Source: an optimization exercise on an open RTL-to-GDS flow (aim: small area and a short achievable clock period). Production flows keep margins and buffers that such runs may drop. Where RTL was checked, it was by simulation tests only, not by an equivalence proof against the original. For run 1, only the layout was checked, not whether the RTL still works. Power figures rest on the tool's default switching activity, not on a simulated workload.

==> flow/design.v <==
module sync_fifo #(
  parameter integer ENTRIES      = 20,
  parameter integer ENTRIES_LOG2 = $clog2(ENTRIES),
  parameter integer DATA_WIDTH   = 64
) (
  input  wire                   i_clk,
  input  wire                   i_rstn,
  input  wire                   i_wren,
  input  wire                   i_rden,
  input  wire [DATA_WIDTH-1:0]  i_data,
  output wire                   o_data_vld,
  output wire [DATA_WIDTH-1:0]  o_data,
  output wire                   o_overflow,
  output wire                   o_underflow
);
localparam integer CW = $clog2(ENTRIES + 1);
localparam integer JW = ENTRIES / 2;    
reg  [DATA_WIDTH-1:0] mem [0:ENTRIES-1];
reg  [JW-1:0]         wr_j;
reg  [ENTRIES-1:0]    rsel;
reg                   byp;
reg                   full_i;
reg  [CW-1:0]         cnt;
reg                   full_q;
reg                   empty_q;
reg                   vld_q;
reg  [DATA_WIDTH-1:0] dout;
wire [ENTRIES-1:0]    wr_oh;
genvar g;
generate
  for (g = 0; g < ENTRIES; g = g + 1) begin : dec
    if (g == 0) begin : d0
      assign wr_oh[g] = ~wr_j[0] & ~wr_j[JW-1];
    end else if (g < JW) begin : dlo
      assign wr_oh[g] = wr_j[g-1] & ~wr_j[g];
    end else if (g == JW) begin : dmid
      assign wr_oh[g] = wr_j[JW-1] & wr_j[0];
    end else begin : dhi
      assign wr_oh[g] = ~wr_j[g-JW-1] & wr_j[g-JW];
    end
  end
endgenerate
wire pop  = i_rden & (~byp  | i_wren);
wire push = i_wren & (~full_i | i_rden);
integer k;
always @(posedge i_clk) begin
  for (k = 0; k < ENTRIES; k = k + 1)
    if (push & wr_oh[k])
      mem[k] <= i_data;
end
localparam integer NT = ENTRIES + 1;
localparam integer NG = (NT + 2) / 3;
wire [DATA_WIDTH-1:0] tdat [0:3*NG-1];
wire [3*NG-1:0]       tsel;
generate
  for (g = 0; g < 3*NG; g = g + 1) begin : term
    if (g < ENTRIES) begin : m
      assign tdat[g] = mem[g];
      assign tsel[g] = rsel[g];
    end else if (g == ENTRIES) begin : d
      assign tdat[g] = i_data;
      assign tsel[g] = byp;
    end else begin : z
      assign tdat[g] = {DATA_WIDTH{1'b0}};
      assign tsel[g] = 1'b0;
    end
  end
endgenerate
wire [DATA_WIDTH-1:0] grp_n [0:NG-1];
generate
  for (g = 0; g < NG; g = g + 1) begin : grp
    sync_fifo_aoi3 #(.W(DATA_WIDTH)) u_aoi (
      .d0(tdat[3*g]), .d1(tdat[3*g+1]), .d2(tdat[3*g+2]),
      .s(tsel[3*g+2:3*g]),
      .y_n(grp_n[g])
    );
  end
endgenerate
reg [DATA_WIDTH-1:0] rdata_n;
always @(*) begin
  rdata_n = {DATA_WIDTH{1'b1}};
  for (k = 0; k < NG; k = k + 1)
    rdata_n = rdata_n & grp_n[k];
end
always @(posedge i_clk)
  dout <= ~rdata_n;
wire [CW-1:0] cnt_nx = (push & ~pop) ? cnt + 1'b1 :
                       (pop & ~push) ? cnt - 1'b1 : cnt;
wire empty_nx = byp    ? ~(push & ~pop) : ((cnt == 1) & pop & ~push);
wire full_nx  = full_i ? ~(pop & ~push) : ((cnt == ENTRIES - 1) & push & ~pop);
wire [ENTRIES-1:0] rsel_rot = {rsel[ENTRIES-2:0], rsel[ENTRIES-1]};
wire [ENTRIES-1:0] rsel_nx  = empty_nx ? {ENTRIES{1'b0}} :
                              byp      ? wr_oh :
                              pop      ? rsel_rot : rsel;
always @(posedge i_clk) begin
  if (!i_rstn) begin
    wr_j    <= {JW{1'b0}};
    rsel    <= {ENTRIES{1'b0}};
    byp     <= 1'b1;
    full_i  <= 1'b0;
    cnt     <= {CW{1'b0}};
    full_q  <= 1'b0;
    empty_q <= 1'b1;
    vld_q   <= 1'b0;
  end else begin
    if (push) wr_j <= {wr_j[JW-2:0], ~wr_j[JW-1]};
    rsel    <= rsel_nx;
    byp     <= empty_nx;
    full_i  <= full_nx;
    cnt     <= cnt_nx;
    full_q  <= (cnt_nx == ENTRIES);
    empty_q <= (cnt_nx == 0);
    vld_q   <= pop;
  end
end
assign o_data      = dout;
assign o_data_vld  = vld_q;
assign o_overflow  = full_q;
assign o_underflow = empty_q;
endmodule
module sync_fifo_aoi3 #(
  parameter integer W = 64
) (
  input  wire [W-1:0] d0,
  input  wire [W-1:0] d1,
  input  wire [W-1:0] d2,
  input  wire [2:0]   s,
  output wire [W-1:0] y_n
);
assign y_n = ~((d0 & {W{s[0]}}) | (d1 & {W{s[1]}}) | (d2 & {W{s[2]}}));
endmodule
==> flow/flow/run.sh <==
#!/bin/bash
cp standard.sh standard_sh_copy.log
export BUFFER_PORTS_ARGS="-buffer_cell sky130_fd_sc_hd__buf_2"
bash standard.sh > standard.log 2>&1
==> flow/standard.sh <==
#!/bin/bash
# synth_recipe.tcl (not shown) runs the flow's synth.tcl, then flattens the netlist and writes it again
# the make line also repeats each setting of config.mk as NAME=value (left out here)
make -C /OpenROAD-flow-scripts/flow DESIGN_CONFIG=/design/flow/config.mk WORK_HOME=/design/flow/orfs CLKGATE_MAP_FILE= SYNTH_SCRIPT=/design/flow/synth_recipe.tcl "${@:-finish}"
==> flow/config.mk <==
export PLATFORM = sky130hd
export DESIGN_NAME = sync_fifo
export DESIGN_NICKNAME = sync_fifo
export VERILOG_FILES = /design/flow/design.v
export SDC_FILE = /design/flow/constraint.sdc
export NUM_CORES = 4
export LEC_CHECK = 0
export CAP_MARGIN = 20
export CORE_MARGIN = 2
export CORE_UTILIZATION = 65
export SETUP_SLACK_MARGIN = 2.5
export SLEW_MARGIN = 20
export SYNTH_HIERARCHICAL = 1
export SYNTH_MINIMUM_KEEP_SIZE = 0
==> flow/constraint.sdc <==
create_clock -name core_clock -period 5.0 [get_ports {i_clk}]
set_input_delay 1.0000 -clock core_clock [delete_from_list [all_inputs] [get_ports {i_clk}]]
set_output_delay 1.0000 -clock core_clock [all_outputs]
set_load 0.01 [all_outputs]
==> flow_summary_export.csv, run 1 <==
group,metric,value,unit
run_status,status,"complete, no violations",
routing,via_per_inst,7.237,
global_routing,grt_max_degree,67,
floorplan,std_cell_rows,100,
clocking,tritoncts,"built",
finish,fin_util,72.61,%
setup_path,crit_path_max_fanout,33,
finish,area_growth,11.07,%
synth,synth_fp_nets,2383,
finish,final_cell_area,53880,um^2
finish,finalNetCount,2532,
synth,netlist_top_cells_count,"edfxtp_1 (1280), a222oi_1 (448), dfxtp_1 (104)",
place,port_buffers,134,
synth,yosysMostFrequentCell,"edfxtp_1",
routing,vias,25620,
min_path,whs_path_depth,2,
min_path,hold_class,"reg2reg",
pwr,peakVddDrop,0.3160,mV
synth,yosysWarnings,9,
routing,drt-initial-drc-count,4847,
global_routing,grt_pass1_vias,25770,
synth,synth-seq-cells,1384,
synth,ys.flop_type,"edfxtp_1",
setup_path,criticalPathCategory,"in2reg",
synth,syn_avg_cell_area,20.98,um^2
sta,fin_setup_tns,0,ps
routing,routed_wl,115400,um
synth,synth_edf_count,1280,
routing,dr.pass1.iters,10,
floorplan,io_pins,135,
floorplan,die_y,277.2,um
clocking,htree_levels,4,
global_routing,grt_pass1_wl,168200,um
setup_path,critPathCaptureType,"flip-flop",
clocking,clockRootBuffer,"clkbuf_16",
global_routing,track_usage,30.15,%
synth,yosysTopAreaCell,"edfxtp_1",
synth,async_flop_share,0,%
sta,hold_viol,0,
synth,synthesis.instances,2312,
floorplan,die_w,277.2,um
synth,synthTopCellsByArea,"edfxtp_1 (79%), a222oi_1 (9.2%), dfxtp_1 (4.3%)",
setup_path,worstPathRequired,5340,ps
floorplan,core-area,74200,um^2
clocking,hold_buffers,0,
synth,seq_area_frac_synth,83.53,%
pwr,powerDensity,428.0,nW/um^2
sta,rsz0062_at_grt,"false",
sta,maxSlewViolCount,0,
clocking,cts_buffers,135,
clocking,clkTransAtPathRegs,60,ps
sta,finalClockSkew,23.33,ps
sta,max_clock_freq,0.4107,GHz
finish,drive_gt1_share,16.08,%
sta,tightestPinTransition,1209,ps
place,globalplace.congestion,0.7815,
pwr,fin_total_pwr,0.02306,W
sta,slew-limit-headroom,19.38,%
place,dp_hpwl,54050,um
place,dpl-instance-area,49630,um^2
sta,period_share,48.70,%
routing,antenna_left,0,
global_routing,antenna_found_initial,6,
sta,min_period,2435,ps
setup_path,reg2reg_depth,4,
clocking,numClockSinks,1384,
routing,route.detailed.drc,0,
routing,post_drt_wl_per_cell,32.59,um
flow_run,cap_violations,0,
clocking,clk_latency,720,ps
pwr,p_leak,16.83,nW
global_routing,overflow,0,
floorplan,die_area,76830,um^2
floorplan,initial_utilization,65.38,%
synth,yosys.cell_types.count,39,
clocking,cts_buffer_depth,3,
setup_path,crit_arrival,2770,ps
setup_path,crit_path_start_kind,"input pin",
synth,syn_area,48510,um^2
sta,setup_viol,0,
synth,synth_top_area_share,79.24,%
power by group:
part / internal (W) / total [W] / leakage [nW] / switching [W]
clock: 0.00543 / 0.00950 / 2.05 / 0.00407
sequential: 0.0128 / 0.0129 / 12.4 / 0.000118
combinational: 0.000207 / 0.000644 / 2.34 / 0.000437
total: 0.0184 / 0.0231 / 16.8 / 0.00462
layout make-up:
class	instances	area, um^2
Inverter	16	60.06
Antenna cell	3	7.507
Timing Repair Buffer	172	1145
Sequential cell	1384	40600
Clock inverter	66	526.8
Clock buffer	178	3621
Multi-Input combinational cell	752	6705
Fill cell	4374	20320
Tap cell	969	1212
layer usage:
layer | up-vias | routed length [um] | track usage (%)
met5 | - | 32 | 0
met4 | 6 | 2614 | 8.877
met3 | 163 | 13350 | 6.353
met2 | 1587 | 54280 | 46.40
met1 | 13160 | 45080 | 44.50
li1 | 10710 | - | -
what timing repair did:
item                                    4_1_cts  5_1_grt
setup buffers                                 5        1
resized for setup                             4        4
endpoints found under the setup margin     1135      695
cloned                                        1        0
pin swaps                                     4        1
placed cells by master (no fill, tap or decap), types with 8 or more instances in the layout:
cell and n:
clkinv_1 16, inv_6 8, nand2_1 21, buf_2 133
a222oi_1 448, buf_12 14, nor2_1 36, a31oi_1 17
clkbuf_16 136, a21boi_0 9, dfxtp_1 83, dfxtp_4 21
and4_1 65, edfxtp_1 1280, nor2_4 17, nand4_1 64
clkinv_2 32, buf_4 23, mux2i_1 19, inv_1 15
clkbuf_1 36
metrics by stage:
step	instances	setup slack, ps	hold slack [ps]
floorplan	2312	1658	443.1
global placement	3286	1206	451.3
detailed placement	3286	1155	462.9
CTS	3536	2522	475.6
global route	3537	2511	495.0
finish	3540	2565	472.7
path summary, 6_finish.rpt:
kind                            start                    end  slack [ps]
hold / removal    mem[5][0]$_DFFE_PP_        dout[0]$_DFF_P_         470
setup reg to reg       byp$_SDFF_PN1_  rsel[17]$_SDFFE_PP0P_        2710
hold reg to reg   mem[5][0]$_DFFE_PP_        dout[0]$_DFF_P_         470
setup / recovery               i_rden   mem[4][46]$_DFFE_PP_        2570
registers in the layout (all words and copies together) (netlist names), 5 cells and up:
signal,count
cnt,5
dout,64
mem,1280
rsel,20
wr_j,10
cell families after synthesis:
| kind of cell | share of synthesized area [%] |
|---|---|
| buf+inv | 3.046 |
| mux | 0.3921 |
| flops | 83.53 |
| fa+ha+maj | 0.07739 |
| xor+xnor | 0.05418 |
| compound gates | 9.905 |
| simple gates | 2.995 |
worst max-delay path, stage by stage:
cell     delay, ps
buf_4          380
inv_1          170
a21oi_4        300
nand2_1        220
nor2_4         180
buf_4          490
==> run 2, diff against run 1 <==
--- a/flow/design.v
+++ b/flow/design.v
@@ -44,2 +44,6 @@
 wire push = i_wren & (~full_i | i_rden);
+wire [ENTRIES-1:0] wen;
+sync_fifo_wen #(.N(ENTRIES)) u_wen (
+  .sel(wr_oh), .full(full_i), .rden(i_rden), .wen(wen)
+);
 integer k;
@@ -47,3 +51,3 @@
   for (k = 0; k < ENTRIES; k = k + 1)
-    if (push & wr_oh[k])
+    if (wen[k])
       mem[k] <= i_data;
@@ -131 +135,11 @@
 endmodule
+module sync_fifo_wen #(
+  parameter integer N = 20
+) (
+  input  wire [N-1:0] sel,
+  input  wire         full,
+  input  wire         rden,
+  output wire [N-1:0] wen
+);
+assign wen = sel & {N{~full | rden}};
+endmodule
--- a/flow/config.mk
+++ b/flow/config.mk
@@ -9,4 +9,6 @@
 export CORE_MARGIN = 2
-export CORE_UTILIZATION = 65
-export SETUP_SLACK_MARGIN = 2.5
+export CORE_UTILIZATION = 70
+export CTS_CLUSTER_DIAMETER = 80
+export CTS_CLUSTER_SIZE = 25
+export SETUP_SLACK_MARGIN = 2.8
 export SLEW_MARGIN = 20
==> run 2 against run 1 <==
  * Still clean
  * Clock power fell by about 40%
  * Utilization rose by 2.6 points
  * Global-route usage rose by 1.5 points
  * First-iteration DRC count rose by 3.5%
  * Clock-buffer cell count fell by 66
  * Die area fell by 6.8%
  * Sequential share of layout area rose by 3.2 points
  * Critical endpoint is now mem[15][57]$_DFFE_PP_
  * Highest routed layer unchanged
==> flow_summary_export.csv, run 2 <==
group,metric,value,unit
place,globalplace.congestion,0.7843,
setup_path,reg2reg_to,"mem[15][57]$_DFFE_PP_",
floorplan,initial_utilization,70.81,%
synth,muxShareOfSynthArea,0.5967,%
synth,netlist_top_cells_count,"edfxtp_1 (1280), a222oi_1 (448), dfxtp_1 (104)",
clocking,tritoncts,"built",
global_routing,antenna_found_initial,4,
sta,maxSlewViolCount,0,
global_routing,track_usage,31.68,%
finish,drive_gt1_share,13.12,%
synth,synth_compound_area_share,9.717,%
sta,setup_viol,0,
setup_path,critPathCaptureType,"flip-flop",
setup_path,crit_chain,"nor2b_1 > and2_4 > buf_4",
clocking,cts_buffers,61,
global_routing,grt_pass1_vias,24500,
sta,finalClockSkew,51.39,ps
global_routing,overflow,0,
synth,yosys.cell_types.count,38,
floorplan,die_area,71620,um^2
place,dp_hpwl,56480,um
min_path,hold_path_startpoint,"mem[5][56]$_DFFE_PP_",
global_routing,grt_pass1_wl,162400,um
place,dpl-instance-area,49480,um^2
synth,seq_area_frac_synth,83.29,%
synth,syn_avg_cell_area,21.19,um^2
routing,route.detailed.drc,0,
synth,yosysTopAreaCell,"edfxtp_1",
finish,top_register,"mem",
floorplan,core-area,68710,um^2
clocking,clkTransAtPathRegs,100,ps
sta,hold_viol,0,
setup_path,critPathSlowestCell,"nor2b_1",
clocking,htree_levels,2,
min_path,whs_endpoint,"dout[56]$_DFF_P_",
finish,final_cell_mix,"edfxtp_1 (1280), a222oi_1 (448), buf_2 (131), dfxtp_1 (80)",
floorplan,die_w,267.6,um
synth,yosysWarnings,9,
floorplan,die_y,267.6,um
synth,syn_area,48650,um^2
clocking,clockRootBuffer,"clkbuf_16",
min_path,hold_class,"reg2reg",
setup_path,criticalPathCategory,"reg2reg",
floorplan,io_pins,135,
setup_path,critPathMaxStageDelay,580,ps
synth,async_flop_share,0,%
sta,min_period,2277,ps
clocking,cts_buffer_depth,3,
clocking,hold_buffers,0,
global_routing,grt_max_degree,67,
synth,synthTopCellsByArea,"edfxtp_1 (79%), a222oi_1 (9.2%), dfxtp_1 (4.3%)",
finish,final_cell_area,51700,um^2
synth,synth_top_family_by_area,"compound AO/OA/AOI/OAI gates",
synth,synth_fp_nets,2367,
finish,largest_reg_flops,1280,
finish,area_growth,6.273,%
setup_path,r2r_slack,2720,ps
finish,seq_area,40610,um^2
clocking,numClockSinks,1384,
finish,largest_registers,"mem: 1280 flops, dout: 64 flops, rsel: 20 flops",
place,dp_worst_setup_slack,1381,ps
min_path,whs_path_depth,2,
setup_path,crit_arrival,2660,ps
setup_path,crit_path_start_kind,"flip-flop",
finish,mostFrequentLayoutCell,"edfxtp_1",
sta,slew-limit-headroom,24.48,%
clocking,clk_latency,690,ps
sta,fin_setup_tns,0,ps
setup_path,crit_path_max_fanout,21,
sta,rsz0062_at_grt,"true",
routing,dr.pass1.iters,10,
routing,post_drt_wl_per_cell,33.62,um
finish,multi_input_area,6813,um^2
floorplan,std_cell_rows,96,
setup_path,worstPathRequired,5380,ps
setup_path,reg2reg_depth,3,
routing,antenna_left,0,
routing,routed_wl,113900,um
synth,yosys.area_share.simple,3.305,%
pwr,peakVddDrop,0.2997,mV
setup_path,r2r-start,"wr_j[5]$_SDFFE_PN0N_",
sta,period_share,45.54,%
routing,drt-initial-drc-count,5018,
synth,synthesis.instances,2296,
synth,synth_edf_count,1280,
synth,yosysMostFrequentCell,"edfxtp_1",
finish,finalNetCount,2474,
synth,synth_top_area_share,79.01,%
flow_run,cap_violations,0,
sta,max_clock_freq,0.4392,GHz
sta,finalWorstSetupSlack,2723,ps
synth,ys.flop_type,"edfxtp_1",
routing,via_per_inst,7.477,
finish,fill_cells,3970,
sta,tightestPinTransition,1133,ps
run_status,status,"complete, no violations",
pwr,powerDensity,378.3,nW/um^2
pwr,p_leak,15.96,nW
synth,synth_fa_ha_area_share,0.07716,%
place,port_buffers,134,
synth,synth-seq-cells,1384,
synth,synth_xor_area_share,0.03601,%
routing,vias,25320,
-- run 2: through the flow --
step,hold slack [ps],utilization [%],cells,power [W]
after global routing,509.2,75.24,3385,0.02004
after floorplan,443.1,-,2296,0.01366
after detailed placement,461.0,72.02,3234,0.01413
final,485.4,75.25,3387,0.01956
after CTS,487.4,75.14,3377,0.01960
after global placement,464.3,72.02,3234,0.01410
-- run 2: worst max path at each step --
| stage | from | depth (start not counted) | to |
|---|---|---|---|
| floorplan | i_rden | 5 | empty_q$_SDFF_PN1_ |
| global placement | i_rden | 4 | mem[3][25]$_DFFE_PP_ |
| detailed placement | i_rden | 4 | mem[3][8]$_DFFE_PP_ |
| CTS | dout[1]$_DFF_P_ | 1 | o_data[1] |
| global route | wr_j[5]$_SDFFE_PN0N_ | 3 | mem[15][58]$_DFFE_PP_ |
| finish | wr_j[5]$_SDFFE_PN0N_ | 3 | mem[15][57]$_DFFE_PP_ |
-- run 2: logic make-up (layout without fill, tap and decap cells) --
logic type,Yosys count,count (layout)
muxes,29,29
xor gates and xnor gates,2,2
DFF,1384,1384
AOI/OAI and AO/OA,482,482
buffers and inverters,167,309
other,0,2
adders and majority gates,3,3
and+or+nand+nor,229,245
-- run 2: area by class of cell --
cell class              instances  share of cell area [%]
flip-flops and latches       1384                   78.54
multi-input cells             761                   13.18
clock buffers                 112                   3.405
repair buffers                189                   2.522
well taps                     931                   2.253
clock inverters                 2                 0.04840
inverters                       6                 0.04356
diodes                          2                0.009680
-- run 2: critical path, delay by kind of cell (launching register included) --
family / cells / cell delay [ps]
and+or+nand+nor: 2 / 1140
DFF: 1 / 430
buffers and inverters: 1 / 320
-- run 2: power by group --
part,leakage [nW],switching (W),total [W],internal (W)
Sequential,12.5,0.000195,0.0131,0.0129
Combinational,2.61,0.000542,0.000838,0.000297
Clock,0.846,0.00327,0.00567,0.00240
-- run 2: routing by layer --
layer,up-vias,track usage (%),wire length [um]
met1,12880,46.34,42500
met4,4,9.165,3165
li1,10510,-,-
met5,-,0,35
met2,1768,50.73,54270
met3,163,4.882,13910
-- run 2: what timing repair did --
action	4_1_cts	5_1_grt
cloned	16	0
endpoints found under the hold margin	0	0
buffers inserted	13	8
gates resized for setup	16	4
pin swaps	15	1
endpoints found under the setup margin	1228	132
==> run 3, diff against run 2 <==
--- a/flow/config.mk
+++ b/flow/config.mk
@@ -9,6 +9,6 @@
 export CORE_MARGIN = 2
-export CORE_UTILIZATION = 70
-export CTS_CLUSTER_DIAMETER = 80
-export CTS_CLUSTER_SIZE = 25
-export SETUP_SLACK_MARGIN = 2.8
+export CORE_UTILIZATION = 65
+export CTS_CLUSTER_DIAMETER = 100
+export CTS_CLUSTER_SIZE = 30
+export SETUP_SLACK_MARGIN = 3.0
 export SLEW_MARGIN = 20
==> run 3 against run 2 <==
  * First-iteration DRC count increased by 18%
  * Cell area up 1.3%
  * Area after synthesis did not move
  * Utilization down 4.8 points
  * Non-clock buffer count is the same
  * Largest power group unchanged
  * Critical path type is now reg2out
  * Clock skew shrank 19 ps
  * Critical endpoint is now o_data[48]
  * Sequential power about the same
  * Critical path depth is 2 lower
  * Wire length up 16%
  * Sequential share of layout area fell by 0.91 points
==> flow_summary_export.csv, run 3 <==
group,metric,value,unit
setup_path,critPathSlowestCell,"dfxtp_2",
floorplan,std_cell_rows,100,
synth,async_flop_share,0,%
synth,yosysMostFrequentCell,"edfxtp_1",
place,globalplace.congestion,0.7836,
setup_path,crit_family,"flip-flops",
sta,max_clock_freq,0.4610,GHz
synth,synthTopCellsByArea,"edfxtp_1 (79%), a222oi_1 (9.2%), dfxtp_1 (4.3%)",
pwr,pwr-share-seq,67.3,%
setup_path,crit_chain,"buf_6",
synth,ys.flop_type,"edfxtp_1",
floorplan,die_w,277.6,um
sta,setup_viol,0,
min_path,hold_class,"reg2reg",
setup_path,cp-endpoint,"o_data[48]",
setup_path,critPathBufInv,1,
clocking,tritoncts,"built",
sta,hold_viol,0,
finish,area_growth,7.657,%
clocking,numClockSinks,1384,
synth,yosys.cell_types.count,38,
finish,fill_cells,4594,
synth,seq_area_frac_synth,83.29,%
floorplan,initial_utilization,65.46,%
floorplan,die_y,277.6,um
setup_path,reg2reg_to,"dout[39]$_DFF_P_",
finish,fin_util,70.47,%
routing,route.detailed.drc,0,
routing,routed_wl,132500,um
global_routing,track_usage,33.25,%
sta,period_share,43.39,%
global_routing,grt_max_degree,67,
finish,stdcell_count,3445,
global_routing,grt_pass1_wl,181000,um
global_routing,busiest_layer,"met2",
finish,mostFrequentLayoutCell,"edfxtp_1",
clocking,clkTransAtPathRegs,110,ps
place,dpl-instance-area,49440,um^2
pwr,peakVddDrop,0.3068,mV
synth,synthesis.instances,2296,
sta,maxSlewViolCount,0,
setup_path,worstPathRequired,4000,ps
synth,yosysWarnings,9,
pwr,powerDensity,370.3,nW/um^2
global_routing,grt_pass1_vias,24710,
synth,yosysTopAreaCell,"edfxtp_1",
routing,antenna_left,0,
setup_path,criticalPathCategory,"reg2out",
global_routing,overflow,0,
pwr,p_int,0.01532,W
sta,fin_setup_tns,0,ps
clocking,htree_levels,2,
pwr,p_sw,0.004077,W
pwr,p_leak,16.15,nW
place,dp.cells,3262,
sta,slew-limit-headroom,24.83,%
routing,drt-initial-drc-count,5907,
clocking,cts_buffers,52,
floorplan,core-area,74320,um^2
flow_run,cap_violations,0,
finish,drive_gt1_share,16.38,%
synth,synth_edf_count,1280,
synth,synth_fp_nets,2367,
finish,top_register,"mem",
pwr,p_sw_share,21.02,%
finish,largest_reg_flops,1280,
global_routing,use_met2,51.16,%
setup_path,reg2reg_depth,3,
setup_path,r2r_slack,2950,ps
place,port_buffers,134,
pwr,power_frac_comb,5.3,%
finish,largest_registers,"mem: 1280 flops, dout: 64 flops, rsel: 20 flops",
setup_path,crit_path_start_kind,"flip-flop",
setup_path,critPathMaxStageDelay,380,ps
finish,finalNetCount,2499,
sta,holdWs,485.2,ps
routing,vias,26390,
synth,synth_top_area_share,79.01,%
min_path,whs_path_depth,2,
floorplan,io_pins,135,
global_routing,antenna_found_initial,13,
sta,rsz0062_at_grt,"true",
global_routing,gr-usage-met1,48.92,%
synth,synth-seq-cells,1384,
setup_path,cp_num_cells,1,
clocking,clk_latency,660,ps
setup_path,critPathCaptureType,"output port",
sta,finalClockSkew,32.64,ps
clocking,cts_buffer_depth,3,
sta,min_period,2169,ps
routing,dr.pass1.iters,10,
run_status,status,"complete, no violations",
setup_path,crit_arrival,1170,ps
place,dp_hpwl,60280,um
synth,syn_area,48650,um^2
synth,netlist_top_cells_count,"edfxtp_1 (1280), a222oi_1 (448), dfxtp_1 (104)",
finish,final_cell_mix,"edfxtp_1 (1280), a222oi_1 (448), buf_2 (91), nand4_1 (65), and4_1 (64)",
clocking,clockRootBuffer,"clkbuf_16",
synth,syn_avg_cell_area,21.19,um^2
finish,final_cell_area,52370,um^2
sta,tightestPinTransition,1128,ps
setup_path,crit_path_max_fanout,1,
routing,via_per_inst,7.660,
setup_path,r2r-start,"rsel[4]$_SDFFE_PP0P_",
pwr,clockPowerShare,27.5,%
routing,post_drt_wl_per_cell,38.45,um
setup_path,critPathLaunch,"dout[48]$_DFF_P_",
global_routing,grt_use_met3,8.027,%
floorplan,die_area,77050,um^2
-- run 3: cell type report --
cell class	instances	area (um^2)	share of cell area [%]
clock inverter	3	47.55	0.09078
timing repair buffer	189	1734	3.311
clock buffer	95	1494	2.852
sequential	1384	40660	77.63
tap	969	1212	2.315
inverter	6	22.52	0.04300
multi-input combinational	795	7197	13.74
antenna	4	10.01	0.01911
-- run 3: timing repair --
| item | 4_1_cts | 5_1_grt |
|---|---|---|
| buffers inserted | 19 | 12 |
| gates resized for setup | 118 | 47 |
| pin swaps | 30 | 6 |
| gates cloned | 50 | 0 |
| hold buffers | 0 | 0 |
| setup endpoints to repair | 1395 | 424 |
-- run 3: per-layer routing --
metal	vias to the layer above	part of all wire, %
met4	14	3.0
met2	2038	46
met1	13510	36
li1	10590	-
met5	-	0.072
met3	245	15
-- run 3: through the flow --
step           setup slack (ps)  power [W]
6_report                   2831    0.01939
5_1_grt                    2803    0.01989
4_1_cts                    2808    0.01936
3_5_place_dp               1383    0.01417
3_3_place_gp               1450    0.01413
2_1_floorplan              2844    0.01367
-- run 3: kinds of logic (layout without fill, tap and decap cells) --
family	Yosys count	after routing	share of synthesized area [%]
muxes	29	29	0.5967
buffers and inverters	167	293	2.981
and+or+nand+nor	229	279	3.305
other	0	4	0
xor gates and xnor gates	2	2	0.03601
adders and majority gates	3	3	0.07716
DFF	1384	1384	83.29
AOI/OAI and AO/OA	482	482	9.717
-- run 3: power by group through the flow --
stage / sequential (W) / combinational (W) / clock [W]
after floorplan: 0.0132 / 0.000432 / 0
after global placement: 0.0133 / 0.000852 / 0
after detailed placement: 0.0133 / 0.000875 / 0
after CTS: 0.0130 / 0.000967 / 0.00536
after global routing: 0.0131 / 0.00108 / 0.00575
final: 0.0130 / 0.00102 / 0.00533
-- run 3: worst min-delay path by stage --
stage                               from          endpoint  slack, ps
floorplan            mem[5][0]$_DFFE_PP_   dout[0]$_DFF_P_        440
global placement    mem[5][38]$_DFFE_PP_  dout[38]$_DFF_P_        460
detailed placement   mem[5][2]$_DFFE_PP_   dout[2]$_DFF_P_        460
CTS                 mem[5][38]$_DFFE_PP_  dout[38]$_DFF_P_        490
global route        mem[5][27]$_DFFE_PP_  dout[27]$_DFF_P_        510
finish              mem[5][38]$_DFFE_PP_  dout[38]$_DFF_P_        490
==> run 4, diff against run 3 <==
--- a/flow/design.v
+++ b/flow/design.v
@@ -16,5 +16,4 @@
 localparam integer CW = $clog2(ENTRIES + 1);
-localparam integer JW = ENTRIES / 2;    
 reg  [DATA_WIDTH-1:0] mem [0:ENTRIES-1];
-reg  [JW-1:0]         wr_j;
+reg  [ENTRIES-1:0]    wr_oh;
 reg  [ENTRIES-1:0]    rsel;
@@ -27,17 +26,3 @@
 reg  [DATA_WIDTH-1:0] dout;
-wire [ENTRIES-1:0]    wr_oh;
 genvar g;
-generate
-  for (g = 0; g < ENTRIES; g = g + 1) begin : dec
-    if (g == 0) begin : d0
-      assign wr_oh[g] = ~wr_j[0] & ~wr_j[JW-1];
-    end else if (g < JW) begin : dlo
-      assign wr_oh[g] = wr_j[g-1] & ~wr_j[g];
-    end else if (g == JW) begin : dmid
-      assign wr_oh[g] = wr_j[JW-1] & wr_j[0];
-    end else begin : dhi
-      assign wr_oh[g] = ~wr_j[g-JW-1] & wr_j[g-JW];
-    end
-  end
-endgenerate
 wire pop  = i_rden & (~byp  | i_wren);
@@ -100,3 +85,3 @@
   if (!i_rstn) begin
-    wr_j    <= {JW{1'b0}};
+    wr_oh   <= {{(ENTRIES-1){1'b0}}, 1'b1};
     rsel    <= {ENTRIES{1'b0}};
@@ -109,3 +94,3 @@
   end else begin
-    if (push) wr_j <= {wr_j[JW-2:0], ~wr_j[JW-1]};
+    if (push) wr_oh <= {wr_oh[ENTRIES-2:0], wr_oh[ENTRIES-1]};
     rsel    <= rsel_nx;
==> run 4 against run 3 <==
  * Worst setup slack improved by 7.2 ps
  * Wire length decreased by 4.8%
  * Register-to-register slack improved by 70 ps
  * Utilization hardly changed
  * Via count is 1.1% lower
  * Combinational power is 39% lower
  * Sequential power hardly changed
  * Critical path type unchanged
  * Critical endpoint is now o_data[15]
  * Largest cell class unchanged
==> flow_summary_export.csv, run 4 <==
group,metric,value,unit
setup_path,reg2reg_depth,3,
floorplan,die_y,278.2,um
finish,largest_reg_flops,1280,
setup_path,critPathCaptureType,"output port",
clocking,htree_levels,2,
setup_path,critPathMaxStageDelay,380,ps
sta,hold_viol,0,
finish,final_cell_mix,"edfxtp_1 (1280), a222oi_1 (448), buf_2 (102), nand4_1 (66), and4_1 (64)",
routing,dr.pass1.iters,11,
floorplan,initial_utilization,65.62,%
finish,drive_gt1_share,15.11,%
synth,synth-seq-cells,1394,
synth,seq_area_frac_synth,83.35,%
setup_path,crit_arrival,1160,ps
setup_path,crit_path_max_fanout,1,
setup_path,cp_num_cells,1,
routing,vias,26100,
routing,maxUsedRoutingLayer,"met5",
place,dp_worst_setup_slack,1346,ps
routing,route.detailed.drc,0,
synth,yosys.cell_types.count,36,
finish,stdcell_count,3494,
place,globalplace.congestion,0.7868,
clocking,cts_buffers,52,
finish,largest_registers,"mem: 1280 flops, dout: 64 flops",
routing,post_drt_wl_per_cell,36.09,um
synth,synthTopCellsByArea,"edfxtp_1 (79%), a222oi_1 (9.2%), dfxtp_1 (4.7%)",
sta,tightestPinTransition,1195,ps
sta,holdWs,481.1,ps
min_path,whs_endpoint,"dout[36]$_DFF_P_",
global_routing,track_usage,32.18,%
floorplan,die_area,77370,um^2
setup_path,crit_family,"flip-flops",
setup_path,r2r_slack,3020,ps
clocking,tritoncts,"built",
setup_path,criticalPathCategory,"reg2out",
sta,slew-limit-headroom,20.30,%
place,dp.cells,3317,
floorplan,io_pins,135,
routing,wl_met1,47350,um
floorplan,core-area,74450,um^2
floorplan,die_w,278.2,um
flow_run,cap_violations,0,
sta,rsz0062_at_grt,"true",
synth,syn_area,48850,um^2
clocking,clkTransAtPathRegs,110,ps
clocking,clockRootBuffer,"clkbuf_16",
sta,max_clock_freq,0.4625,GHz
setup_path,crit_chain,"buf_6",
global_routing,overflow,0,
clocking,hold_buffers,0,
routing,wl_met2,59570,um
synth,async_flop_share,0,%
setup_path,crit_path_start_kind,"flip-flop",
clocking,numClockSinks,1394,
routing,antenna_left,0,
synth,synth_top_area_share,78.68,%
synth,syn_avg_cell_area,20.83,um^2
place,dp_hpwl,57880,um
sta,setup_viol,0,
sta,finalWorstSetupSlack,2838,ps
finish,top_register,"mem",
synth,yosysTopAreaCell,"edfxtp_1",
routing,routed_wl,126100,um
finish,finalNetCount,2550,
clocking,cts_buffer_depth,3,
synth,synth_edf_count,1280,
global_routing,grt_max_degree,67,
min_path,hold_path_startpoint,"mem[5][36]$_DFFE_PP_",
sta,min_period,2162,ps
finish,fill_cells,4569,
clocking,clk_latency,670,ps
finish,area_growth,7.379,%
run_status,status,"complete, no violations",
synth,ys.flop_type,"edfxtp_1",
synth,yosysWarnings,9,
finish,mostFrequentLayoutCell,"edfxtp_1",
pwr,peakVddDrop,0.3134,mV
synth,synthesis.instances,2345,
routing,via_per_inst,7.470,
synth,yosysMostFrequentCell,"edfxtp_1",
sta,finalClockSkew,27.55,ps
setup_path,r2r-start,"rsel[19]$_SDFFE_PP0P_",
place,port_buffers,134,
global_routing,grt_pass1_vias,24890,
min_path,hold_class,"reg2reg",
global_routing,antenna_found_initial,4,
routing,wl_met3,15690,um
sta,fin_setup_tns,0,ps
sta,maxSlewViolCount,0,
finish,multi_input_area,6949,um^2
floorplan,std_cell_rows,100,
pwr,powerDensity,359.5,nW/um^2
setup_path,critPathBufInv,1,
global_routing,grt_pass1_wl,177200,um
pwr,p_leak,16.17,nW
min_path,whs_path_depth,2,
setup_path,reg2reg_to,"dout[36]$_DFF_P_",
sta,period_share,43.24,%
finish,seq_area,40840,um^2
setup_path,worstPathRequired,4000,ps
routing,drt-initial-drc-count,5226,
setup_path,critPathSlowestCell,"dfxtp_4",
synth,synth_fp_nets,2416,
synth,netlist_top_cells_count,"edfxtp_1 (1280), a222oi_1 (448), dfxtp_1 (114)",
run 4: what timing repair did:
item / 4_1_cts / 5_1_grt
cloned: 30 / 1
pin swaps: 21 / 1
setup endpoints to repair: 1423 / 186
gates resized for setup: 60 / 33
buffers inserted: 42 / 4
run 4: per-layer routing:
| layer | up-vias | GRT usage [%] |
|---|---|---|
| met5 | - | 0 |
| met4 | 2 | 8.940 |
| met3 | 194 | 5.364 |
| met2 | 1842 | 50.56 |
| met1 | 13360 | 47.74 |
| li1 | 10700 | - |
run 4: kinds of logic (layout without fill, tap and decap cells):
kind of cell / count (synthesis) / after routing / synth area share [%]
flip-flops: 1394 / 1394 / 83.35
AO/OA/AOI/OAI: 497 / 497 / 9.737
multiplexers: 20 / 20 / 0.4098
XOR/XNOR: 4 / 4 / 0.08710
adder cells (fa/ha/maj): 3 / 3 / 0.07684
buffers and inverters: 171 / 316 / 2.991
AND/OR/NAND/NOR: 256 / 287 / 3.347
other: 0 / 4 / 0
run 4: final cells by class:
cell class	count	share of cell area (%)
Multi-Input combinational cell	811	13.25
Clock buffer	95	2.829
Sequential cell	1394	77.86
Antenna cell	4	0.01908
Inverter	6	0.04293
Tap cell	969	2.311
Clock inverter	1	0.03101
Timing Repair Buffer	214	3.664
run 4: metrics by stage:
step	power [W]	instance area (um^2)	util [%]
floorplan	0.01341	48860	-
global placement	0.01373	49620	66.66
detailed placement	0.01376	49760	66.84
CTS	0.01888	52240	70.17
global route	0.01932	52450	70.45
finish	0.01886	52460	70.46
run 4: how the worst max path moves through the flow:
stage	slack, ps	start	end
6_report	2840	dout[15]$_DFF_P_	o_data[15]
5_1_grt	2810	dout[15]$_DFF_P_	o_data[15]
4_1_cts	2820	dout[15]$_DFF_P_	o_data[15]
3_5_place_dp	1350	i_rden	mem[8][2]$_DFFE_PP_
3_3_place_gp	1430	i_rden	mem[2][36]$_DFFE_PP_
2_1_floorplan	2840	i_rden	mem[0][0]$_DFFE_PP_
run 4: where the power goes:
part,internal (W),switching (W)
clock network,0.00205,0.00325
registers,0.0129,0.0000858
logic,0.000207,0.000417
total,0.0151,0.00375
==> run 5, diff against run 4 <==
--- a/flow/config.mk
+++ b/flow/config.mk
@@ -12,3 +12,3 @@
 export CTS_CLUSTER_SIZE = 30
-export SETUP_SLACK_MARGIN = 3.0
+export SETUP_SLACK_MARGIN = 2.85
 export SLEW_MARGIN = 20
==> run 5 against run 4 <==
  * Die area stayed put
  * Cell area is 1.1% lower
  * Highest routed layer unchanged
  * Critical path depth is 3 higher
==> flow_summary_export.csv, run 5 <==
group,metric,value,unit
synth,seq_area_frac_synth,83.35,%
global_routing,track_usage,32.04,%
global_routing,grt_pass1_vias,24580,
pwr,p_leak,15.93,nW
clocking,cts_buffers,52,
sta,fin_setup_tns,0,ps
finish,final_cell_area,51890,um^2
sta,period_share,44.17,%
floorplan,die_area,77370,um^2
floorplan,io_pins,135,
routing,route.detailed.drc,0,
synth,yosysTopAreaCell,"edfxtp_1",
run_status,status,"complete, no violations",
global_routing,grt_max_degree,67,
place,dp_hpwl,63060,um
floorplan,core-area,74450,um^2
synth,yosysWarnings,9,
pwr,peakVddDrop,0.2906,mV
synth,yosys.cell_types.count,36,
flow_run,cap_violations,0,
sta,maxSlewViolCount,0,
finish,top_register,"mem",
setup_path,worstPathRequired,5360,ps
floorplan,initial_utilization,65.62,%
sta,rsz0062_at_grt,"true",
synth,synth_fp_nets,2416,
setup_path,critPathCaptureType,"flip-flop",
sta,min_period,2209,ps
sta,finalClockSkew,39.71,ps
clocking,clockRootBuffer,"clkbuf_16",
finish,mostFrequentLayoutCell,"edfxtp_1",
routing,antenna_left,0,
synth,synth-seq-cells,1394,
routing,drt-initial-drc-count,4963,
clocking,hold_buffers,0,
routing,dr.pass1.iters,13,
synth,synthesis.instances,2345,
setup_path,critPathMaxStageDelay,570,ps
finish,largest_registers,"mem: 1280 flops, dout: 64 flops",
setup_path,crit_chain,"buf_6 > nand2b_4 > and2_4 > buf_4",
synth,synth_edf_count,1280,
setup_path,critPathSlowestCell,"and2_4",
sta,hold_viol,0,
place,port_buffers,134,
synth,netlist_top_cells_count,"edfxtp_1 (1280), a222oi_1 (448), dfxtp_1 (114)",
synth,synthTopCellsByArea,"edfxtp_1 (79%), a222oi_1 (9.2%), dfxtp_1 (4.7%)",
global_routing,grt_pass1_wl,177000,um
synth,syn_avg_cell_area,20.83,um^2
setup_path,crit_arrival,2570,ps
synth,ys.flop_type,"edfxtp_1",
floorplan,die_y,278.2,um
routing,routed_wl,124600,um
sta,slew-limit-headroom,18.85,%
pwr,powerDensity,363.4,nW/um^2
routing,vias,25810,
floorplan,std_cell_rows,100,
synth,synth_top_area_share,78.68,%
synth,async_flop_share,0,%
min_path,whs_path_depth,2,
clocking,numClockSinks,1394,
clocking,htree_levels,2,
clocking,clkTransAtPathRegs,100,ps
sta,holdWs,493.2,ps
synth,syn_area,48850,um^2
finish,largest_reg_flops,1280,
finish,final_cell_mix,"edfxtp_1 (1280), a222oi_1 (448), buf_2 (114), dfxtp_1 (73), nand4_1 (66)",
finish,finalNetCount,2521,
sta,tightestPinTransition,1217,ps
floorplan,die_w,278.2,um
global_routing,antenna_found_initial,8,
sta,setup_viol,0,
setup_path,reg2reg_depth,4,
min_path,hold_class,"reg2reg",
finish,drive_gt1_share,13.61,%
setup_path,crit_path_max_fanout,31,
routing,post_drt_wl_per_cell,35.97,um
finish,area_growth,6.226,%
global_routing,overflow,0,
place,globalplace.congestion,0.7854,
clocking,clk_latency,680,ps
sta,max_clock_freq,0.4528,GHz
place,dpl-instance-area,49820,um^2
setup_path,criticalPathCategory,"in2reg",
synth,yosysMostFrequentCell,"edfxtp_1",
clocking,cts_buffer_depth,3,
setup_path,crit_path_start_kind,"input pin",
clocking,tritoncts,"built",
routing,via_per_inst,7.451,
## run 5: repair_timing
item / CTS / global route
pin swaps: 21 / 2
resized for setup: 32 / 28
buffers inserted: 11 / 1
endpoints found under the hold margin: 0 / 0
cloned: 25 / 0
setup endpoints to repair: 1348 / 148
## run 5: power by group
group          switching (W)  internal, W
clock                0.00326      0.00204
combinational       0.000440     0.000187
sequential         0.0000725       0.0129
## run 5: cell families after synthesis
kind of cell    after synthesis  synth area share (%)
xor+xnor                      4               0.08710
simple gates                256                 3.347
compound gates              497                 9.737
buf+inv                     171                 2.991
flops                      1394                 83.35
fa+ha+maj                     3               0.07684
mux                          20                0.4098
## run 5: final timing paths
kind	from	to	slack, ps
worst max-delay path	i_rden	mem[12][61]$_DFFE_PP_	2790
worst max register to register	rsel[14]$_SDFFE_PP0P_	dout[13]$_DFF_P_	2820
worst min register to register	mem[5][13]$_DFFE_PP_	dout[13]$_DFF_P_	490
worst min-delay path	mem[5][13]$_DFFE_PP_	dout[13]$_DFF_P_	490
## run 5: area by class of cell
class,instances,area (um^2)
antenna,4,10.01
clock buffer,94,1480
clock inverter,1,16.27
fill,4628,22550
inverter,6,22.52
multi-input combinational,805,6892
sequential,1394,40820
tap,969,1212
timing repair buffer,191,1439
## run 5: worst max-delay path, delay by kind of cell
kind                   cells  cell delay (ps)
AND/OR/NAND/NOR            2              900
buffers and inverters      2              610
## run 5: stage by stage
step / total power [W] / utilization, % / cells / setup slack (ps)
final: 0.01886 / 69.71 / 3464 / 2791
after global routing: 0.01934 / 69.71 / 3464 / 2792
after CTS: 0.01887 / 69.53 / 3459 / 2849
after detailed placement: 0.01377 / 66.93 / 3328 / 1540
after global placement: 0.01375 / 66.82 / 3325 / 1557
after floorplan: 0.01341 / - / 2345 / 2842
## run 5: per-layer routing
layer / track usage, % / part of all wire [%] / vias to the layer above
li1: - / - / 10630
met1: 47.68 / 38 / 13240
met2: 49.90 / 47 / 1759
met3: 6.288 / 12 / 181
met4: 7.956 / 2.5 / 4
met5: 0 / 0.020 / -
==> run 6, diff against run 5 <==
--- a/flow/config.mk
+++ b/flow/config.mk
@@ -9,6 +9,6 @@
 export CORE_MARGIN = 2
-export CORE_UTILIZATION = 65
+export CORE_UTILIZATION = 75
 export CTS_CLUSTER_DIAMETER = 100
 export CTS_CLUSTER_SIZE = 30
-export SETUP_SLACK_MARGIN = 2.85
+export SETUP_SLACK_MARGIN = 2.9
 export SLEW_MARGIN = 20
==> run 6 against run 5 <==
  * Synthesized cell count is the same
  * Largest power group unchanged
  * Hold slack lost 8.0 ps
  * Highest routed layer unchanged
  * Combinational power shrank 4.6%
  * Largest cell class unchanged
  * Clock skew shrank 11 ps
  * Critical endpoint is now mem[14][60]$_DFFE_PP_
  * Clock power shrank 2%
  * Worst setup slack lost 100 ps
  * Sequential share of layout area grew 0.40 points
==> flow_summary_export.csv, run 6 <==
group,metric,value,unit
pwr,p_int,0.01510,W
routing,via_per_inst,7.710,
sta,holdWs,485.2,ps
routing,drt-initial-drc-count,5362,
global_routing,antenna_found_initial,7,
sta,slew-limit-headroom,21.26,%
floorplan,core-area,64460,um^2
setup_path,critPathSlowestCell,"and2_4",
synth,synth_edf_count,1280,
routing,vias,25610,
setup_path,critPathMaxStageDelay,900,ps
synth,yosys.cell_types.count,36,
global_routing,grt_pass1_wl,156000,um
clocking,cts_buffers,52,
floorplan,initial_utilization,75.78,%
global_routing,grt_pass1_vias,24860,
synth,synth_fp_nets,2416,
synth,synthTopCellsByArea,"edfxtp_1 (79%), a222oi_1 (9.2%), dfxtp_1 (4.7%)",
global_routing,grt_max_degree,67,
synth,synth_top_area_share,78.68,%
finish,mostFrequentLayoutCell,"edfxtp_1",
clocking,htree_levels,2,
finish,largest_reg_flops,1280,
floorplan,std_cell_rows,93,
synth,yosysTopAreaCell,"edfxtp_1",
routing,routed_wl,111500,um
sta,max_clock_freq,0.4328,GHz
setup_path,worstPathRequired,5260,ps
flow_run,cap_violations,0,
pwr,p_sw,0.003644,W
place,dp_hpwl,50180,um
synth,seq_area_frac_synth,83.35,%
sta,hold_viol,0,
pwr,powerDensity,362.9,nW/um^2
place,globalplace.congestion,0.7481,
sta,rsz0062_at_grt,"true",
floorplan,io_pins,135,
clocking,hold_buffers,0,
global_routing,track_usage,31.73,%
finish,multi_input_area,6868,um^2
floorplan,die_y,259.2,um
setup_path,crit_family,"simple AND/OR/NAND/NOR gates",
synth,synthesis.instances,2345,
synth,ys.flop_type,"edfxtp_1",
sta,setup_viol,0,
routing,antenna_left,0,
pwr,pwr-share-seq,69.0,%
sta,tightestPinTransition,1181,ps
pwr,peakVddDrop,0.3908,mV
synth,async_flop_share,0,%
synth,synth_xor_area_share,0.08708,%
sta,period_share,46.22,%
finish,top_register,"mem",
finish,seq_area,40850,um^2
routing,dr.pass1.iters,13,
sta,finalClockSkew,28.57,ps
routing,post_drt_wl_per_cell,33.57,um
pwr,p_leak,15.81,nW
synth,synth_top_family_by_area,"compound AO/OA/AOI/OAI gates",
setup_path,critPathBufInv,1,
setup_path,criticalPathCategory,"in2reg",
synth,netlist_top_cells_count,"edfxtp_1 (1280), a222oi_1 (448), dfxtp_1 (114)",
clocking,tritoncts,"built",
finish,fill_cells,3222,
sta,maxSlewViolCount,0,
synth,yosysMostFrequentCell,"edfxtp_1",
min_path,hold_class,"reg2reg",
pwr,power_frac_comb,3.2,%
synth,syn_area,48850,um^2
clocking,numClockSinks,1394,
sta,min_period,2311,ps
floorplan,die_w,259.2,um
setup_path,crit_chain,"buf_6 > nand2b_4 > and2_4",
synth,synth_compound_area_share,9.737,%
pwr,fin_total_pwr,0.01875,W
global_routing,overflow,0,
finish,fin_util,80.14,%
setup_path,crit_path_max_fanout,64,
finish,final_cell_mix,"edfxtp_1 (1280), a222oi_1 (448), buf_2 (98), nand4_1 (66), and4_1 (64)",
synth,synth_fa_ha_area_share,0.07683,%
clocking,clockRootBuffer,"clkbuf_16",
clocking,clkTransAtPathRegs,110,ps
finish,finalNetCount,2494,
synth,muxShareOfSynthArea,0.4098,%
finish,area_growth,5.745,%
sta,fin_setup_tns,0,ps
clocking,clk_latency,660,ps
synth,yosys.area_share.simple,3.347,%
synth,yosysWarnings,9,
finish,drive_gt1_share,13.31,%
synth,syn_avg_cell_area,20.83,um^2
setup_path,crit_path_start_kind,"input pin",
clocking,cts_buffer_depth,3,
setup_path,critPathCaptureType,"flip-flop",
run_status,status,"complete, no violations",
synth,synth-seq-cells,1394,
floorplan,die_area,67200,um^2
place,port_buffers,134,
finish,largest_registers,"mem: 1280 flops, dout: 64 flops",
setup_path,crit_arrival,2570,ps
routing,route.detailed.drc,0,
pwr,clockPowerShare,27.8,%
pwr,p_sw_share,19.44,%
## run 6: cell counts after synthesis
No cell type changed its count.
## run 6: cells by family after synthesis
logic type               Yosys count
XOR/XNOR                           4
buffers and inverters            171
AND/OR/NAND/NOR                  256
AO/OA/AOI/OAI                    497
flip-flops                      1394
adder cells (fa/ha/maj)            3
multiplexers                      20
## run 6: what timing repair did
item                       in CTS  in global routing
resized for setup              30                 57
gates cloned                    7                 16
pin swaps                       1                 12
buffers inserted                2                 14
setup endpoints to repair    1394                899
## run 6: layout make-up
class	count	share of cell area (%)
Clock inverter	1	0.03149
Clock buffer	95	2.873
Antenna cell	2	0.009688
Tap cell	855	2.071
Multi-Input combinational cell	803	13.29
Inverter	6	0.04360
Timing Repair Buffer	166	2.611
Sequential cell	1394	79.07
## run 6: metal layers
metal / wire (um) / GRT usage (%) / vias to the layer above
li1: - / - / 10560
met1: 39560 / 46.41 / 12860
met2: 53190 / 51.21 / 1985
met3: 15280 / 5.429 / 203
met4: 3463 / 8.429 / 8
met5: 50 / 0 / -
## run 6: path summary, 6_finish.rpt
path                   startpoint                     to  slack [ps]  depth (start not counted)
max reg2reg     full_i$_SDFF_PN0_  mem[14][60]$_DFFE_PP_        2850                          2
max                        i_rden  mem[14][60]$_DFFE_PP_        2690                          3
min          mem[5][51]$_DFFE_PP_       dout[51]$_DFF_P_         490                          2
min reg2reg  mem[5][51]$_DFFE_PP_       dout[51]$_DFF_P_         490                          2
## run 6: power by group through the flow
stage / Clock (W) / Sequential (W) / Combinational (W)
after floorplan: 0 / 0.0132 / 0.000218
after global placement: 0 / 0.0132 / 0.000509
after detailed placement: 0 / 0.0132 / 0.000534
after CTS: 0.00523 / 0.0129 / 0.000558
after global routing: 0.00562 / 0.0130 / 0.000644
final: 0.00521 / 0.0129 / 0.000598
## run 6: worst register-to-register path: stages (launching register included)
cell and delay [ps]:
dfxtp_1 510, nand2b_4 240, and2_4 900
## run 6: per-stage QoR
stage,std cells,worst slack [ps],cell area (um^2)
2_1_floorplan,2345,2842,48860
3_3_place_gp,3175,1632,49280
3_5_place_dp,3175,1539,49280
4_1_cts,3280,2544,50960
5_1_grt,3322,2686,51660
6_report,3322,2689,51660
==> run 7, diff against run 6 <==
--- a/flow/config.mk
+++ b/flow/config.mk
@@ -9,6 +9,6 @@
 export CORE_MARGIN = 2
-export CORE_UTILIZATION = 75
-export CTS_CLUSTER_DIAMETER = 100
-export CTS_CLUSTER_SIZE = 30
-export SETUP_SLACK_MARGIN = 2.9
+export CORE_UTILIZATION = 65
+export CTS_CLUSTER_DIAMETER = 80
+export CTS_CLUSTER_SIZE = 25
+export SETUP_SLACK_MARGIN = 3.0
 export SLEW_MARGIN = 20
==> run 7 against run 6 <==
  * Still clean on timing, DRC and antenna
  * Flip-flop and latch count unchanged
  * Sequential power barely moved
  * Clock skew fell by 4.8 ps
  * Global-route usage is 0.62 points higher
  * Cell count is 5.4% higher
  * Via count is 2.2% higher
  * Maximum frequency is 6.9% higher
  * Area after synthesis is the same
  * Non-clock buffer count grew 41
  * Largest power group unchanged
==> flow_summary_export.csv, run 7 <==
group,metric,value,unit
floorplan,die_w,278.2,um
synth,synth_edf_count,1280,
floorplan,core-area,74450,um^2
setup_path,crit_chain,"buf_6",
synth,synthesis.instances,2345,
sta,setup_viol,0,
finish,final_cell_area,52610,um^2
finish,final_cell_mix,"edfxtp_1 (1280), a222oi_1 (448), buf_2 (102), nand4_1 (66), and4_1 (64)",
routing,dr.pass1.iters,12,
setup_path,critPathCaptureType,"output port",
setup_path,critPathSlowestCell,"dfxtp_4",
synth,syn_avg_cell_area,20.83,um^2
setup_path,crit_path_max_fanout,1,
routing,route.detailed.drc,0,
floorplan,die_area,77370,um^2
flow_run,cap_violations,0,
sta,maxSlewViolCount,0,
finish,top_register,"mem",
synth,synth_fa_ha_area_share,0.07683,%
sta,tightestPinTransition,1210,ps
floorplan,io_pins,135,
pwr,p_leak,16.25,nW
pwr,peakVddDrop,0.4330,mV
routing,routed_wl,127100,um
finish,fin_util,70.67,%
floorplan,initial_utilization,65.62,%
synth,synth_compound_area_share,9.737,%
routing,antenna_left,0,
clocking,cts_buffer_depth,3,
synth,yosysTopAreaCell,"edfxtp_1",
routing,vias,26180,
global_routing,overflow,0,
sta,fin_setup_tns,0,ps
setup_path,worstPathRequired,4000,ps
place,globalplace.congestion,0.7868,
sta,min_period,2161,ps
sta,rsz0062_at_grt,"true",
setup_path,critPathBufInv,1,
clocking,clockRootBuffer,"clkbuf_16",
clocking,tritoncts,"built",
synth,synth_xor_area_share,0.08708,%
synth,yosys.area_share.simple,3.347,%
setup_path,crit_path_start_kind,"flip-flop",
synth,synth_top_family_by_area,"compound AO/OA/AOI/OAI gates",
finish,fill_cells,4559,
sta,slew-limit-headroom,19.32,%
min_path,hold_class,"reg2reg",
setup_path,crit_arrival,1160,ps
finish,largest_reg_flops,1280,
place,port_buffers,134,
run_status,status,"complete, no violations",
synth,synth-seq-cells,1394,
synth,ys.flop_type,"edfxtp_1",
pwr,powerDensity,366.3,nW/um^2
global_routing,grt_pass1_wl,178300,um
synth,yosysWarnings,9,
sta,hold_viol,0,
global_routing,track_usage,32.35,%
sta,finalClockSkew,23.81,ps
synth,synth_top_area_share,78.68,%
setup_path,crit_family,"flip-flops",
finish,mostFrequentLayoutCell,"edfxtp_1",
floorplan,std_cell_rows,100,
sta,period_share,43.21,%
place,dpl-instance-area,49760,um^2
setup_path,criticalPathCategory,"reg2out",
clocking,cts_buffers,61,
global_routing,grt_max_degree,67,
clocking,clkTransAtPathRegs,100,ps
routing,post_drt_wl_per_cell,36.32,um
global_routing,grt_pass1_vias,25140,
synth,yosys.cell_types.count,36,
finish,seq_area,40840,um^2
global_routing,antenna_found_initial,6,
finish,finalNetCount,2552,
synth,yosysMostFrequentCell,"edfxtp_1",
routing,via_per_inst,7.481,
clocking,numClockSinks,1394,
clocking,clk_latency,670,ps
synth,muxShareOfSynthArea,0.4098,%
synth,synthTopCellsByArea,"edfxtp_1 (79%), a222oi_1 (9.2%), dfxtp_1 (4.7%)",
setup_path,critPathMaxStageDelay,380,ps
synth,seq_area_frac_synth,83.35,%
synth,synth_fp_nets,2416,
synth,async_flop_share,0,%
finish,area_growth,7.686,%
floorplan,die_y,278.2,um
clocking,htree_levels,2,
finish,drive_gt1_share,15.22,%
routing,drt-initial-drc-count,5483,
place,dp_hpwl,57880,um
finish,multi_input_area,6942,um^2
synth,netlist_top_cells_count,"edfxtp_1 (1280), a222oi_1 (448), dfxtp_1 (114)",
finish,largest_registers,"mem: 1280 flops, dout: 64 flops",
synth,syn_area,48850,um^2
sta,max_clock_freq,0.4628,GHz
==> run 7: cell counts after synthesis <==
Identical to the previous run, type by type.
==> run 7: routing by layer <==
metal	global-route usage (%)	wire, um
met1	46.66	46130
met4	8.482	3690
met5	0	27
met2	51.59	60510
met3	6.531	16770
==> run 7: per-stage QoR <==
stage	power (W)	hold WS (ps)	instances	setup WS [ps]
floorplan	0.01341	443.1	2345	2842
global placement	0.01373	458.6	3311	1431
detailed placement	0.01376	459.8	3317	1346
CTS	0.01930	481.2	3495	2823
global route	0.01977	493.1	3500	2813
finish	0.01927	477.3	3500	2839
==> run 7: where the power goes <==
part	switching (W)	leakage [nW]	internal [W]	total, W
combinational	0.000418	2.85	0.000205	0.000623
clock	0.00332	0.841	0.00239	0.00571
sequential	0.0000865	12.6	0.0129	0.0129
total	0.00382	16.2	0.0154	0.0193
==> run 7: path summary, 6_finish.rpt <==
check                                   endpoint  cells after the start                   from  slack, ps
worst max-delay path                  o_data[15]                      1       dout[15]$_DFF_P_       2840
worst min-delay path            dout[36]$_DFF_P_                      2   mem[5][36]$_DFFE_PP_        480
worst max register to register  dout[36]$_DFF_P_                      3  rsel[19]$_SDFFE_PP0P_       2990
worst min register to register  dout[36]$_DFF_P_                      2   mem[5][36]$_DFFE_PP_        480
==> run 7: repair_timing <==
action | 4_1_cts | 5_1_grt
pin swaps | 21 | 2
setup buffers | 36 | 3
endpoints found under the setup margin | 1423 | 245
hold buffers | 0 | 0
resized for setup | 46 | 41
cloned | 30 | 1
==> run 7: worst register-to-register path, delay by kind of cell (launching register included) <==
kind               cells  cell delay [ps]
AOI/OAI and AO/OA      1              380
DFF                    1             1130
and+or+nand+nor        2              440
==> run 7: cell type report <==
cell class | instances | area share [%]
Timing Repair Buffer | 207 | 3.458
Inverter | 6 | 0.04281
Antenna cell | 1 | 0.004757
Sequential cell | 1394 | 77.63
Clock buffer | 110 | 3.332
Clock inverter | 2 | 0.02854
Multi-Input combinational cell | 811 | 13.20
Tap cell | 969 | 2.305
==> run 7: cell families after synthesis <==
| group | Yosys count |
|---|---|
| DFF | 1394 |
| buffers and inverters | 171 |
| muxes | 20 |
| xor gates and xnor gates | 4 |
| and+or+nand+nor | 256 |
| AOI/OAI and AO/OA | 497 |
| adders and majority gates | 3 |
==> run 8, diff against run 7 <==
--- a/flow/config.mk
+++ b/flow/config.mk
@@ -12,3 +12,3 @@
 export CTS_CLUSTER_SIZE = 25
-export SETUP_SLACK_MARGIN = 3.0
+export SETUP_SLACK_MARGIN = 3.1
 export SLEW_MARGIN = 20
@@ -16 +16,2 @@
 export SYNTH_MINIMUM_KEEP_SIZE = 0
+export TNS_END_PERCENT = 30
==> run 8 against run 7 <==
  * Critical endpoint is now o_data[52]
  * Clock skew grew 6.3 ps
  * Still clean
  * Via count grew 2.3%
  * Maximum frequency grew 0.67%
  * Global-route usage grew 0.43 points
  * Critical path depth is the same
  * Hold slack gained 13 ps
  * Register-to-register slack gained 30 ps
  * Clock power grew 2%
==> flow_summary_export.csv, run 8 <==
group,metric,value,unit
run_status,status,"complete, no violations",
global_routing,grt_pass1_wl,180500,um
global_routing,antenna_found_initial,7,
floorplan,initial_utilization,65.62,%
finish,top_register,"mem",
setup_path,critPathCaptureType,"output port",
sta,rsz0062_at_grt,"true",
setup_path,crit_family,"flip-flops",
pwr,p_leak,16.46,nW
sta,finalClockSkew,30.15,ps
synth,synth-seq-cells,1394,
synth,netlist_top_cells_count,"edfxtp_1 (1280), a222oi_1 (448), dfxtp_1 (114)",
routing,dr.pass1.iters,9,
pwr,p_sw_share,20.05,%
finish,final_cell_area,53050,um^2
global_routing,overflow,0,
synth,synth_fp_nets,2416,
sta,finalWorstSetupSlack,2854,ps
floorplan,die_y,278.2,um
finish,stdcell_count,3542,
clocking,cts_buffer_depth,3,
routing,route.detailed.drc,0,
global_routing,grt_pass1_vias,24690,
global_routing,track_usage,32.78,%
min_path,hold_class,"reg2reg",
setup_path,crit_arrival,1150,ps
pwr,p_sw,0.003890,W
setup_path,worstPathRequired,4000,ps
finish,largest_reg_flops,1280,
pwr,pwr-share-seq,66.7,%
sta,setup_viol,0,
clocking,clkTransAtPathRegs,100,ps
setup_path,crit_chain,"buf_6",
setup_path,critPathMaxStageDelay,360,ps
global_routing,grt_max_degree,67,
setup_path,critPathBufInv,1,
synth,syn_avg_cell_area,20.83,um^2
routing,vias,26790,
min_path,hold_path_startpoint,"mem[5][52]$_DFFE_PP_",
clocking,htree_levels,2,
sta,fin_setup_tns,0,ps
pwr,clockPowerShare,30.0,%
routing,routed_wl,132900,um
routing,drt-initial-drc-count,5281,
synth,synth_edf_count,1280,
floorplan,die_area,77370,um^2
setup_path,crit_path_start_kind,"flip-flop",
setup_path,critPathSlowestCell,"dfxtp_2",
routing,antenna_left,0,
synth,synthesis.instances,2345,
pwr,p_int,0.01551,W
synth,synthTopCellsByArea,"edfxtp_1 (79%), a222oi_1 (9.2%), dfxtp_1 (4.7%)",
synth,muxShareOfSynthArea,0.4098,%
setup_path,criticalPathCategory,"reg2out",
flow_run,cap_violations,0,
synth,syn_area,48850,um^2
routing,via_per_inst,7.563,
synth,yosys.area_share.simple,3.347,%
sta,slew-limit-headroom,17.94,%
place,dp_hpwl,63060,um
sta,max_clock_freq,0.4659,GHz
synth,ys.flop_type,"edfxtp_1",
synth,yosys.cell_types.count,36,
clocking,hold_buffers,0,
finish,area_growth,8.588,%
clocking,tritoncts,"built",
finish,final_cell_mix,"edfxtp_1 (1280), a222oi_1 (448), buf_2 (100), clkbuf_16 (67), nand4_1 (66)",
floorplan,die_w,278.2,um
finish,largest_registers,"mem: 1280 flops, dout: 64 flops",
pwr,powerDensity,365.7,nW/um^2
clocking,cts_buffers,61,
synth,async_flop_share,0,%
setup_path,crit_path_max_fanout,1,
sta,period_share,42.93,%
place,dp_worst_setup_slack,1540,ps
clocking,numClockSinks,1394,
place,dp.cells,3328,
sta,maxSlewViolCount,0,
pwr,peakVddDrop,0.3222,mV
synth,synth_compound_area_share,9.737,%
clocking,clk_latency,690,ps
finish,drive_gt1_share,16.29,%
synth,yosysTopAreaCell,"edfxtp_1",
pwr,power_frac_comb,3.4,%
synth,yosysMostFrequentCell,"edfxtp_1",
sta,min_period,2146,ps
clocking,clockRootBuffer,"clkbuf_16",
synth,synth_xor_area_share,0.08708,%
finish,mostFrequentLayoutCell,"edfxtp_1",
floorplan,core-area,74450,um^2
synth,synth_fa_ha_area_share,0.07683,%
place,port_buffers,134,
synth,seq_area_frac_synth,83.35,%
floorplan,io_pins,135,
sta,hold_viol,0,
sta,tightestPinTransition,1231,ps
floorplan,std_cell_rows,100,
synth,yosysWarnings,9,
routing,post_drt_wl_per_cell,37.52,um
finish,finalNetCount,2579,
place,globalplace.congestion,0.7854,
synth,synth_top_family_by_area,"compound AO/OA/AOI/OAI gates",
setup_path,r2r-start,"rsel[14]$_SDFFE_PP0P_",
place,dpl-instance-area,49820,um^2
sta,holdWs,490.3,ps
synth,synth_top_area_share,78.68,%
setup_path,critPathLaunch,"dout[52]$_DFF_P_",
-- run 8: changes by cell type in the layout (fill, tap and decap cells not counted), sizes merged --
cell | previous run | this run
inv | 8 | 7
clkbuf | 110 | 117
diode | 1 | 13
bufinv | 0 | 1
buf | 207 | 229
nand2b | 7 | 8
-- run 8: worst paths after layout --
path | endpoint | slack (ps) | cells past startpoint
worst min-delay path | dout[52]$_DFF_P_ | 490 | 2
worst max-delay path | o_data[52] | 2850 | 1
worst max register to register | dout[13]$_DFF_P_ | 3020 | 4
worst min register to register | dout[52]$_DFF_P_ | 490 | 2
-- run 8: layout make-up --
type                            instances  area, um^2
Antenna cell                           13       32.53
Clock buffer                          113        1764
Clock inverter                          2       38.79
Fill cell                            4513       21400
Inverter                                6       22.52
Multi-Input combinational cell        812        6958
Sequential cell                      1394       40850
Tap cell                              969        1212
Timing Repair Buffer                  233        2171
-- run 8: cells by family after synthesis --
| kind of cell | after synthesis |
|---|---|
| buffers and inverters | 171 |
| muxes | 20 |
| and+or+nand+nor | 256 |
| xor gates and xnor gates | 4 |
| adders and majority gates | 3 |
| AOI/OAI and AO/OA | 497 |
| DFF | 1394 |
-- run 8: per-layer routing --
layer | wire [um] | global-route usage (%) | up-vias | part of all wire, %
li1 | - | - | 10780 | -
met1 | 49070 | 48.22 | 13860 | 37
met2 | 62890 | 52.13 | 1940 | 47
met3 | 16930 | 5.709 | 208 | 13
met4 | 3982 | 8.261 | 4 | 3.0
met5 | 26 | 0 | - | 0.020
-- run 8: what timing repair did --
action	in CTS	in global routing
resized for setup	33	110
pin swaps	21	15
gates cloned	32	4
setup buffers	24	26
endpoints found under the setup margin	1428	505
-- run 8: power groups by stage --
stage          sequential (W)  combinational [W]  clock [W]
6_report               0.0129           0.000653    0.00581
5_1_grt                0.0129           0.000692    0.00622
4_1_cts                0.0129           0.000609    0.00585
3_5_place_dp           0.0132           0.000582          0
3_3_place_gp           0.0132           0.000566          0
2_1_floorplan          0.0132           0.000218          0
-- run 8: stage by stage --
stage | util (%) | total power (W)
2_1_floorplan | - | 0.01341
3_3_place_gp | 66.82 | 0.01375
3_5_place_dp | 66.93 | 0.01377
4_1_cts | 70.13 | 0.01938
5_1_grt | 71.22 | 0.01986
6_report | 71.26 | 0.01940

[port drivers added, routing unchanged]
Ports are ideal in the flow. The routed layouts listed here were re-timed in OpenROAD. Step 1 (the two cells are an assumption about what drives the block):
set clk [get_ports {i_clk}]
set_driving_cell -lib_cell sky130_fd_sc_hd__clkbuf_16 $clk
set_driving_cell -lib_cell sky130_fd_sc_hd__buf_2 [delete_from_list [all_inputs] $clk]
Step 2, shift: input delay + t, output delay - t, t = (earliest + latest rising clock arrival at the registers) / 2. This alone moves slack from input paths to output paths. a / b / c = no drivers / after step 1 / after step 2; a / b = the first two.
| run | t (ns) | setup WS [ns] | worst setup path at the end | latest minus earliest clock arrival (ns) | pins driven straight from the clock port |
|---|---|---|---|---|---|
| run 1 | 0.778 | 2.565 / 2.578 / 1.833 | input to register | 0.025 / 0.025 | 1 |
| run 2 | 0.728 | 2.723 / 2.723 / 2.111 | input to register | 0.052 / 0.052 | 1 |
| run 3 | 0.724 | 2.831 / 2.757 / 2.287 | input to register | 0.039 / 0.039 | 1 |
| run 4 | 0.725 | 2.838 / 2.766 / 2.273 | input to register | 0.031 / 0.032 | 1 |
| run 5 | 0.727 | 2.791 / 2.797 / 2.084 | input to register | 0.040 / 0.040 | 1 |
| run 6 | 0.712 | 2.689 / 2.715 / 2.003 | input to register | 0.029 / 0.029 | 1 |
| run 7 | 0.732 | 2.839 / 2.770 / 2.254 | input to register | 0.024 / 0.024 | 1 |
| run 8 | 0.740 | 2.854 / 2.786 / 2.337 | input to register | 0.033 / 0.034 | 1 |
After both steps every run listed still meets setup and hold. The setup slack of run 1, which loses most, moves by +0.013 ns with the drivers and by -0.732 ns with both steps.
